From an optimization exercise on the open Yosys and OpenROAD flow, aimed at small area, a short achievable clock period and few clock cycles per item; shortcuts taken in it are not production practice. Only simulation tests tie the RTL to the original design; equivalence was not proved. No activity file was given, so power comes from the tool's default toggle rates.

==> flow/design.v, too long to show whole: its modules and the start of the top module <==
// module DataPath: 4266 lines
// module FullAdder: 4 lines
// module HalfAdder: 4 lines
// module HalfAdderX: 4 lines
// module Aoi21: 3 lines
// module Oai21: 3 lines
// module Nand2: 3 lines
// module Nor2: 3 lines
// module Xor2: 3 lines
// module Xnor2: 3 lines
// module BoothEncN: 4 lines
// module BoothSel: 5 lines
// module BoothOai: 3 lines
// module BoothXor: 3 lines
// module control_Machine: 22 lines
// module Multiplier: 19 lines
module Multiplier
(
	input wire Clock,
	input wire Reset,
	input wire iValid_Data,
	input wire iAck,
	input wire [31:0] Data_A,
	input wire [31:0] Data_B,
	output wire oReady,
	output wire oDone,
	output wire [63:0] Prod
);
  // ...
==> flow/flow/run.sh <==
#!/bin/bash
# The standard layout (the standard.sh, standard synthesis included), except that the
# port buffers ORFS inserts at global placement are buf_2 cells instead of its default
# delay-cell choice, so the resizer can size them like any other buffer.
set -euo pipefail
bash standard.sh "BUFFER_PORTS_ARGS=-buffer_cell sky130_fd_sc_hd__buf_2" finish > flow_make.log 2>&1
==> flow/standard.sh <==
#!/bin/bash
# synth_recipe.tcl (not shown) runs the flow's synth.tcl, then flattens the netlist and writes it again
# the make line also repeats each setting of config.mk as NAME=value (left out here)
make -C /OpenROAD-flow-scripts/flow DESIGN_CONFIG=/design/flow/config.mk WORK_HOME=/design/flow/orfs CLKGATE_MAP_FILE= SYNTH_SCRIPT=/design/flow/synth_recipe.tcl "${@:-finish}"
==> flow/config.mk <==
export PLATFORM = sky130hd
export DESIGN_NAME = Multiplier
export DESIGN_NICKNAME = Multiplier
export VERILOG_FILES = /design/flow/design.v
export SDC_FILE = /design/flow/constraint.sdc
export NUM_CORES = 4
export LEC_CHECK = 0
export CAP_MARGIN = 20
export CORE_MARGIN = 2
export CORE_UTILIZATION = 55
export SETUP_SLACK_MARGIN = 0.35
export SLEW_MARGIN = 20
export SYNTH_HIERARCHICAL = 1
export SYNTH_MINIMUM_KEEP_SIZE = 0
==> flow/constraint.sdc <==
create_clock -name core_clock -period 5.0 [get_ports {Clock}]
set_input_delay 1.0000 -clock core_clock [delete_from_list [all_inputs] [get_ports {Clock}]]
set_output_delay 1.0000 -clock core_clock [all_outputs]
set_load 0.01 [all_outputs]
==> flow_summary_export.csv, run 1 <==
group,metric,value,unit
power,p_switching,13800,uW
finish,final_layout_size_suffix_gt1_share,17.2,%
hold_path,whs_path_depth,2,
finish,seq_cell_count,188,
finish,layout_common_cells,"516 x xor2_1, 496 x o22ai_1, 462 x fa_1",
sta,clock_skew,13.0,ps
hold_path,worst_hold_startpoint,"control1.rFull",
route,detail_route.wirelength.met1,40800,um
finish,antenna_cells,1,
route,dr_wl_met2,46800,um
cts,total_number_of_clock_tree_sinks,188,
status,status,"complete, no violations",
finish,area_of_the_multi_input_gates,0.0222,mm2
cts,postCtsHoldBufs,0,
synthesis,avgSynthCellArea,11.0,um2
cts,number_of_buffers_added_by_the_clock_tree_synthesis_step,17,
global_route,pin_count_of_the_biggest_net_entering_global_routing,188,
power,combPwrFrac,81.1,%
finish,nMultiInputCombCells,2175,
floorplanning,dieArea,0.0532,mm2
finish,area_share_nonclk_buffers,7.05,%
global_route,grt_first_pass_wirelength,162000,um
global_route,grt_antenna_before_repair,4,
synthesis,synth_simple_gate_area_share,4.43,%
global_route,grt_busiest_layer,"met2",
cts,tritoncts,"yes",
placed_design,pre_cts_ws,15.1,ps
route,wl_per_cell,31.1,um
cts,postCtsSetupBuffers,0,
floorplanning,die_width,231,um
power,power_top_consumer,"combinational cells",
critical_path,timing.rr.start,"control1.rFull",
critical_path,reg2reg_setup_slack,2980,ps
route,route.final.wire_length,109000,um
sta,max_freq,0.217,GHz
Testbench counts, summed over its fixed seeds: cycles 1,608, items 1,600.
==> run 2, diff against run 1 <==
--- a/flow/config.mk
+++ b/flow/config.mk
@@ -7,3 +7,3 @@
 export LEC_CHECK = 0
-export CAP_MARGIN = 20
+export CAP_MARGIN = 5
 export CORE_MARGIN = 2
@@ -11,3 +11,3 @@
 export SETUP_SLACK_MARGIN = 0.35
-export SLEW_MARGIN = 20
+export SLEW_MARGIN = 5
 export SYNTH_HIERARCHICAL = 1
==> flow_summary_export.csv, run 2 <==
group,metric,value,unit
status,status,"complete, no violations",
floorplanning,num_io_pins,134,
finish,nets,3400,
finish,finish.instance_area,0.0320,mm2
cts,maximum_clock_path_buffer_count,2,
sta,clock_skew,14.5,ps
synthesis,postSynth.topFlopCell,"edfxtp_1",
sta,max_freq,0.217,GHz
finish,seqCellArea,0.00564,mm2
finish,area_overhead_of_the_layout_relative_to_synthesis,13.4,%
global_route,pin_count_of_the_biggest_net_entering_global_routing,188,
synthesis,synth.cell_area,0.0283,mm2
sta,setup_repair_after_global_routing_missed_its_margin,"yes",
route,route.detailed.drc,0,
sta,worst_slew_margin_rel,18.0,%
route,vias_per_cell,6.73,
cts,h-tree-depth,4,
global_route,grt.total_usage,42.0,%
route,firstDrtPassIters,6,
global_route,grt_first_pass_wirelength,162000,um
global_route,globalRoute.totalOverflow,0,
route,wl_per_cell,31.0,um
run,drv.max_cap_violation_count,0,
sta,final_hold_viol_count,0,
sta,fin_ws,386,ps
finish,most_frequent_standard_cell_in_the_layout_excluding_fill_and_tap_cells,"xor2_1",
critical_path,start_kind,"flip-flop",
cts,insertion_delay,500,ps
synthesis,ys_async_sr_fraction,0,%
synthesis,post-synth-top-area-fraction,32.9,%
cts,tritoncts,"yes",
power,totalPowerFinal,26000,uW
synthesis,synth_top_cells_by_count,"516 x xor2_1, 496 x o22ai_1, 464 x fa_1",
placed_design,dp_hpwl,77000,um
power,p_per_area,812,mW/mm2
synthesis,number_of_standard_cells_after_synthesis,2564,
synthesis,number_of_enable_type_register_cells_in_the_synthesized_netlist,187,
placed_design,pre_cts_ws,15.1,ps
synthesis,synth_area_leaders,"fa_1 33%, edfxtp_1 20%, xor2_1 16%",
global_route,grt_antenna_before_repair,4,
cts,total_number_of_clock_tree_sinks,188,
synthesis,library_cell_with_the_highest_instance_count_after_synthesis,"xor2_1",
route,route.final.wire_length,108000,um
floorplanning,placement_rows,83,
cts,ctsRootBufferMaster,"clkbuf_16",
sta,layout_min_cycle_time,4610,ps
cts,clk_pin_slew_worst_paths,80,ps
floorplanning,start_util,55.3,%
placed_design,placed_cell_area,0.0310,mm2
synthesis,synth.lib_cells_used.distinct,22,
sta,drv_slew,0,
route,routed-via-count,23600,
finish,num-fill-cells,4243,
finish,area_of_the_multi_input_gates,0.0222,mm2
critical_path,end_kind,"primary output",
hold_path,holdCritPathClass,"flip-flop to flip-flop",
placed_design,gp_congestion,0.985,
finish,final_layout_size_suffix_gt1_share,17.2,%
power,power.static_leakage,0.0125,uW
placed_design,port_buffers,133,
floorplanning,placeableCoreArea,0.0511,mm2
sta,tns,0,ps
synthesis,synth-seq-cells,188,
critical_path,path_class,"flip-flop to primary output",
floorplanning,dieArea,0.0532,mm2
sta,share_of_the_cycle_needed_by_the_critical_path_after_routing,92.3,%
floorplanning,floorplan.die.height,231,um
route,antenna_violating_nets_left,0,
synthesis,avgSynthCellArea,11.0,um2
route,drt_first_iter_violations,2681,
synthesis,synth_warnings,8,
sta,timing_worst_slew_pin_value,1230,ps
critical_path,critical_path_arrival,3610,ps
power,ir_worst_vdd,1080,uV
synthesis,synth.net_count,3158,
finish,layout_common_cells,"516 x xor2_1, 496 x o22ai_1, 462 x fa_1",
synthesis,seq_area_frac_synth,19.9,%
floorplanning,die_width,231,um
sta,setup_viol,0,
synthesis,synth_largest_area_cell,"fa_1",
critical_path,path_max_fanout,3,
cts,number_of_buffers_added_by_the_clock_tree_synthesis_step,17,
global_route,first_global_vias,24900,
critical_path,cp.required,4000,ps
cts,postCtsHoldBufs,0,
-- run 2: cell counts after synthesis --
Identical to the previous run, type by type.
-- run 2: cell families (layout without fill, tap and decap cells) --
logic type	count (synthesis)	after routing	synth area share, %
AO/OA/AOI/OAI	698	698	15.7
XOR/XNOR	668	668	20.7
flip-flops	188	188	19.9
adder cells (fa/ha/maj)	526	526	35.6
other	0	1	0
buffers and inverters	201	456	3.59
AND/OR/NAND/NOR	283	283	4.43
-- run 2: metrics by stage --
step	instances	util [%]	hold slack (ps)
final	3500	62.7	508
after global routing	3500	62.7	528
after CTS	3495	62.1	509
after detailed placement	3463	60.6	498
after global placement	3463	60.6	486
after floorplan	2564	-	545
-- run 2: final cells by class --
class,instances,area share [%]
timing repair buffer,292,6.97
multi-input combinational,2175,69.3
clock inverter,15,0.574
tap,680,2.65
clock buffer,17,1.33
antenna,1,0.00781
sequential,188,17.6
inverter,132,1.56
-- run 2: where the power goes --
part	switching, uW	total (uW)	internal (uW)
clock network	715	1470	756
logic	12800	21100	8290
registers	309	3460	3150
-- run 2: per-layer routing --
metal	up-vias	wire length, um	part of all wire [%]	global-route usage, %
met1	11800	40900	38	56.7
met5	-	0	0	0
met2	1896	47000	43	61.6
met3	380	14700	14	13.3
li1	9527	-	-	-
met4	0	5860	5.4	19.9
-- run 2: per-module statistics from Yosys (local to each module, per instance), excerpt --
module	flops+latches	cells inside	copies in the design	area, um2
Aoi21	0	1	72	8.76
BoothEncN	0	4	15	30.0
BoothOai	0	1	496	6.26
BoothXor	0	1	496	8.76
DataPath	187	419	1	7000
HalfAdder	0	1	46	12.5
Nand2	0	1	114	3.75
Nor2	0	1	73	3.75
Xnor2	0	1	106	8.76
control_Machine	1	5	1	55.1
-- run 2: final timing paths --
kind         depth (start not counted)             end  slack (ps)           start
max                                 11        Prod[39]         390     data1.r0_37
min                                  2  control1.rFull         510  control1.rFull
max reg2reg                          3     data1.r0_43        3030  control1.rFull
min reg2reg                          2  control1.rFull         510  control1.rFull
-- run 2: critical path, cell delays in order (launching register included) --
cell and delay [ps]:
edfxtp_1 400, fa_1 620, xnor2_2 280, o21ai_1 210, a21oi_2 230, o21ai_1 160, a21oi_2 170, o21ai_1 120
a21oi_4 300, o21ai_1 170, xnor2_2 260, buf_2 180
-- run 2: repair_timing --
| item | 4_1_cts | 5_1_grt |
|---|---|---|
| gates resized for setup | 30 | 45 |
| setup endpoints to repair | 34 | 27 |
| pin swaps | 1 | 5 |
| setup buffers | 0 | 4 |
==> run 3, diff against run 2 <==
--- a/flow/config.mk
+++ b/flow/config.mk
@@ -7,7 +7,7 @@
 export LEC_CHECK = 0
-export CAP_MARGIN = 5
+export CAP_MARGIN = 20
 export CORE_MARGIN = 2
 export CORE_UTILIZATION = 55
-export SETUP_SLACK_MARGIN = 0.35
-export SLEW_MARGIN = 5
+export SETUP_SLACK_MARGIN = 0.15
+export SLEW_MARGIN = 20
 export SYNTH_HIERARCHICAL = 1
==> flow_summary_export.csv, run 3 <==
group,metric,value,unit
global_route,grt_first_pass_wirelength,159000,um
sta,tns,0,ps
floorplanning,floorplan.die.height,231,um
sta,clock_skew,11.1,ps
cts,h-tree-depth,4,
placed_design,port_buffers,133,
finish,most_frequent_standard_cell_in_the_layout_excluding_fill_and_tap_cells,"xor2_1",
route,vias_per_cell,6.76,
synthesis,synth.lib_cells_used.distinct,22,
cts,number_of_buffers_added_by_the_clock_tree_synthesis_step,17,
run,drv.max_cap_violation_count,0,
global_route,grt.total_usage,41.2,%
power,p_per_area,791,mW/mm2
synthesis,synth_top_cells_by_count,"516 x xor2_1, 496 x o22ai_1, 464 x fa_1",
cts,total_number_of_clock_tree_sinks,188,
finish,final_core_utilization,61.9,%
global_route,globalRoute.totalOverflow,0,
cts,postCtsHoldBufs,0,
synthesis,ys_async_sr_fraction,0,%
cts,maximum_clock_path_buffer_count,2,
global_route,first_global_vias,24500,
finish,nets,3413,
placed_design,gp_congestion,0.989,
cts,tritoncts,"yes",
placed_design,dp_hpwl,78900,um
finish,final_layout_size_suffix_gt1_share,16.2,%
route,drt_first_iter_violations,3457,
synthesis,synth.net_count,3158,
synthesis,yosys.area_share.xor_xnor,20.7,%
sta,share_of_the_cycle_needed_by_the_critical_path_after_routing,95.9,%
synthesis,synth_area_leaders,"fa_1 33%, edfxtp_1 20%, xor2_1 16%",
synthesis,synth_warnings,8,
power,power.static_leakage,0.0124,uW
cts,insertion_delay,510,ps
route,route.final.wire_length,107000,um
synthesis,library_cell_with_the_highest_instance_count_after_synthesis,"xor2_1",
critical_path,start_kind,"flip-flop",
critical_path,cp.required,4000,ps
floorplanning,num_io_pins,134,
global_route,grt_antenna_before_repair,3,
finish,num-fill-cells,4310,
hold_path,holdCritPathClass,"flip-flop to flip-flop",
sta,timing_worst_slew_pin_value,1080,ps
synthesis,post_synth_mux_area_share,0,%
finish,area_of_the_multi_input_gates,0.0218,mm2
route,firstDrtPassIters,6,
route,routed-via-count,23700,
floorplanning,placeableCoreArea,0.0511,mm2
critical_path,path_max_fanout,3,
synthesis,number_of_enable_type_register_cells_in_the_synthesized_netlist,187,
global_route,pin_count_of_the_biggest_net_entering_global_routing,52,
status,status,"complete, no violations",
critical_path,end_kind,"primary output",
synthesis,main_combinational_cell_family_by_area_after_synthesis,"adder cells",
sta,drv_slew,0,
synthesis,synth_simple_gate_area_share,4.43,%
sta,layout_min_cycle_time,4790,ps
synthesis,avgSynthCellArea,11.0,um2
synthesis,synth_largest_area_cell,"fa_1",
critical_path,critical_path_arrival,3790,ps
synthesis,postSynth.topFlopCell,"edfxtp_1",
sta,fin_ws,205,ps
route,route.detailed.drc,0,
sta,max_freq,0.209,GHz
synthesis,post-synth-top-area-fraction,32.9,%
placed_design,pre_cts_ws,-3.33,ps
finish,seqCellArea,0.00564,mm2
finish,area_overhead_of_the_layout_relative_to_synthesis,12.0,%
synthesis,seq_area_frac_synth,19.9,%
sta,setup_viol,0,
synthesis,synthAdderAreaFrac,35.6,%
floorplanning,dieArea,0.0532,mm2
cts,clk_pin_slew_worst_paths,90,ps
synthesis,synth-seq-cells,188,
cts,ctsRootBufferMaster,"clkbuf_16",
sta,worst_slew_margin_rel,27.8,%
sta,final_hold_viol_count,0,
route,wl_per_cell,30.4,um
sta,setup_repair_after_global_routing_missed_its_margin,"yes",
synthesis,synth.cell_area,0.0283,mm2
floorplanning,placement_rows,83,
critical_path,path_class,"flip-flop to primary output",
floorplanning,start_util,55.3,%
synthesis,area_fraction_in_compound_gates_after_synthesis,15.7,%
finish,layout_common_cells,"516 x xor2_1, 496 x o22ai_1, 464 x fa_1",
floorplanning,die_width,231,um
synthesis,number_of_standard_cells_after_synthesis,2564,
route,antenna_violating_nets_left,0,
power,ir_worst_vdd,907,uV
==> run 3: changes by cell type in the layout (fill, tap and decap cells not counted), moves of 3 or more <==
cell,before,now
nor2_1,105,115
xnor2_2,36,20
buf_4,129,148
xnor2_1,113,132
o21ai_2,12,6
o21ai_1,99,107
nor2_2,9,3
xnor2_4,3,0
a21oi_4,18,4
a21oi_2,69,83
nor2_4,6,2
buf_12,30,23
==> run 3: path summary, 6_finish.rpt <==
kind                        from        endpoint  slack [ps]  cells past startpoint
setup / recovery     data1.r0_25        Prod[37]         210                     11
hold / removal    control1.rFull  control1.rFull         510                      2
setup reg to reg  control1.rFull     data1.r0_37        3260                      4
hold reg to reg   control1.rFull  control1.rFull         510                      2
==> run 3: where the power goes <==
part,internal (uW),switching (uW),leakage [uW]
logic,7820,12400,0.0104
registers,3150,282,0.00175
clock network,664,725,0.000274
total,11600,13400,0.0124
==> run 3: critical path, stage by stage (launching register included) <==
cell      delay (ps)
edfxtp_1         410
fa_1             550
xnor2_2          380
o21ai_2          240
a21oi_2          230
o21ai_1          150
a21oi_2          200
o21ai_1          100
a21oi_2          300
o21ai_1          140
xnor2_1          370
buf_2            210
==> run 3: cells by family after synthesis <==
logic type,Yosys count
flops,188
xor+xnor,668
compound gates,698
simple gates,283
fa+ha+maj,526
buf+inv,201
==> run 3: what timing repair did <==
action / 4_1_cts / 5_1_grt
setup buffers: 0 / 0
setup endpoints to repair: 7 / 17
gates resized for setup: 3 / 19
==> run 3: area by class of cell <==
| type | instances | area share [%] |
|---|---|---|
| Antenna cell | 1 | 0.00791 |
| Timing Repair Buffer | 305 | 7.10 |
| Multi-Input combinational cell | 2175 | 69.0 |
| Inverter | 132 | 1.57 |
| Clock buffer | 18 | 1.36 |
| Clock inverter | 14 | 0.470 |
| Sequential cell | 188 | 17.8 |
| Tap cell | 680 | 2.69 |
==> run 3: modules after synthesis, one instance, submodules excluded, excerpt <==
module,area [um2],copies in the design
DataPath,7000,1
control_Machine,55.1,1
BoothOai,6.26,496
Nor2,3.75,73
BoothXor,8.76,496
Xnor2,8.76,106
HalfAdderX,27.5,16
FullAdder,20.0,464
Nand2,3.75,114
Xor2,8.76,20
BoothEncN,30.0,15
Aoi21,8.76,72
HalfAdder,12.5,46
Oai21,5.00,113
==> run 3: metal layers <==
layer  wire [um]  share of wire [%]  GRT usage [%]  vias to the layer above
met2       45200                 42           59.1                     1938
li1            -                  -              -                     9559
met4        6690                6.3           21.5                        0
met3       14100                 13           12.8                      427
met1       40800                 38           56.2                    11800
met5           0                  0          0.276                        -
==> run 3: stage by stage <==
step                      total power [uW]  hold WS, ps  instances  instance area (um2)
final                                25000          509       3513                31700
after global placement               22700          490       3479                30900
after global routing                 26900          538       3513                31700
after floorplan                      17600          545       2564                28400
after CTS                            24600          516       3511                31500
after detailed placement             23000          505       3479                30900

==> static timing again, ports no longer ideal <==
In the flow no input, the clock included, has a driving cell. The finished layouts below were timed again as built, in two steps.
Step 1 (the two cells are an assumption about what drives the block):
set clk [get_ports {Clock}]
set_driving_cell -lib_cell sky130_fd_sc_hd__clkbuf_16 $clk
set_driving_cell -lib_cell sky130_fd_sc_hd__buf_2 [delete_from_list [all_inputs] $clk]
Step 2 adds t to the input delays and takes it off the output delays; t is the mean of the earliest and latest rising clock arrival at the registers after step 1. Input paths then give back, and output paths get back, about the clock's delay inside the block.
Slacks: no drivers / after step 1 / after step 2; pairs: no drivers / after step 1.
| run | shift t [ns] | setup WS [ns] | hold slack, ns | latest minus earliest clock arrival (ns) | pins driven straight from the clock port |
|---|---|---|---|---|---|
| run 1 | 0.562 | 0.384 / 0.320 / -0.028 | 0.508 / 0.508 / 0.508 | 0.022 / 0.022 | 1 |
| run 2 | 0.559 | 0.386 / 0.322 / -0.055 | 0.508 / 0.508 / 0.508 | 0.022 / 0.022 | 1 |
| run 3 | 0.568 | 0.205 / 0.142 / -0.100 | 0.509 / 0.509 / 0.509 | 0.019 / 0.019 | 1 |
Met with ideal ports but missed after step 2: setup timing in every run listed. For run 2, which loses most, drivers alone change the setup slack by -0.064 ns; drivers and shift together by -0.441 ns.
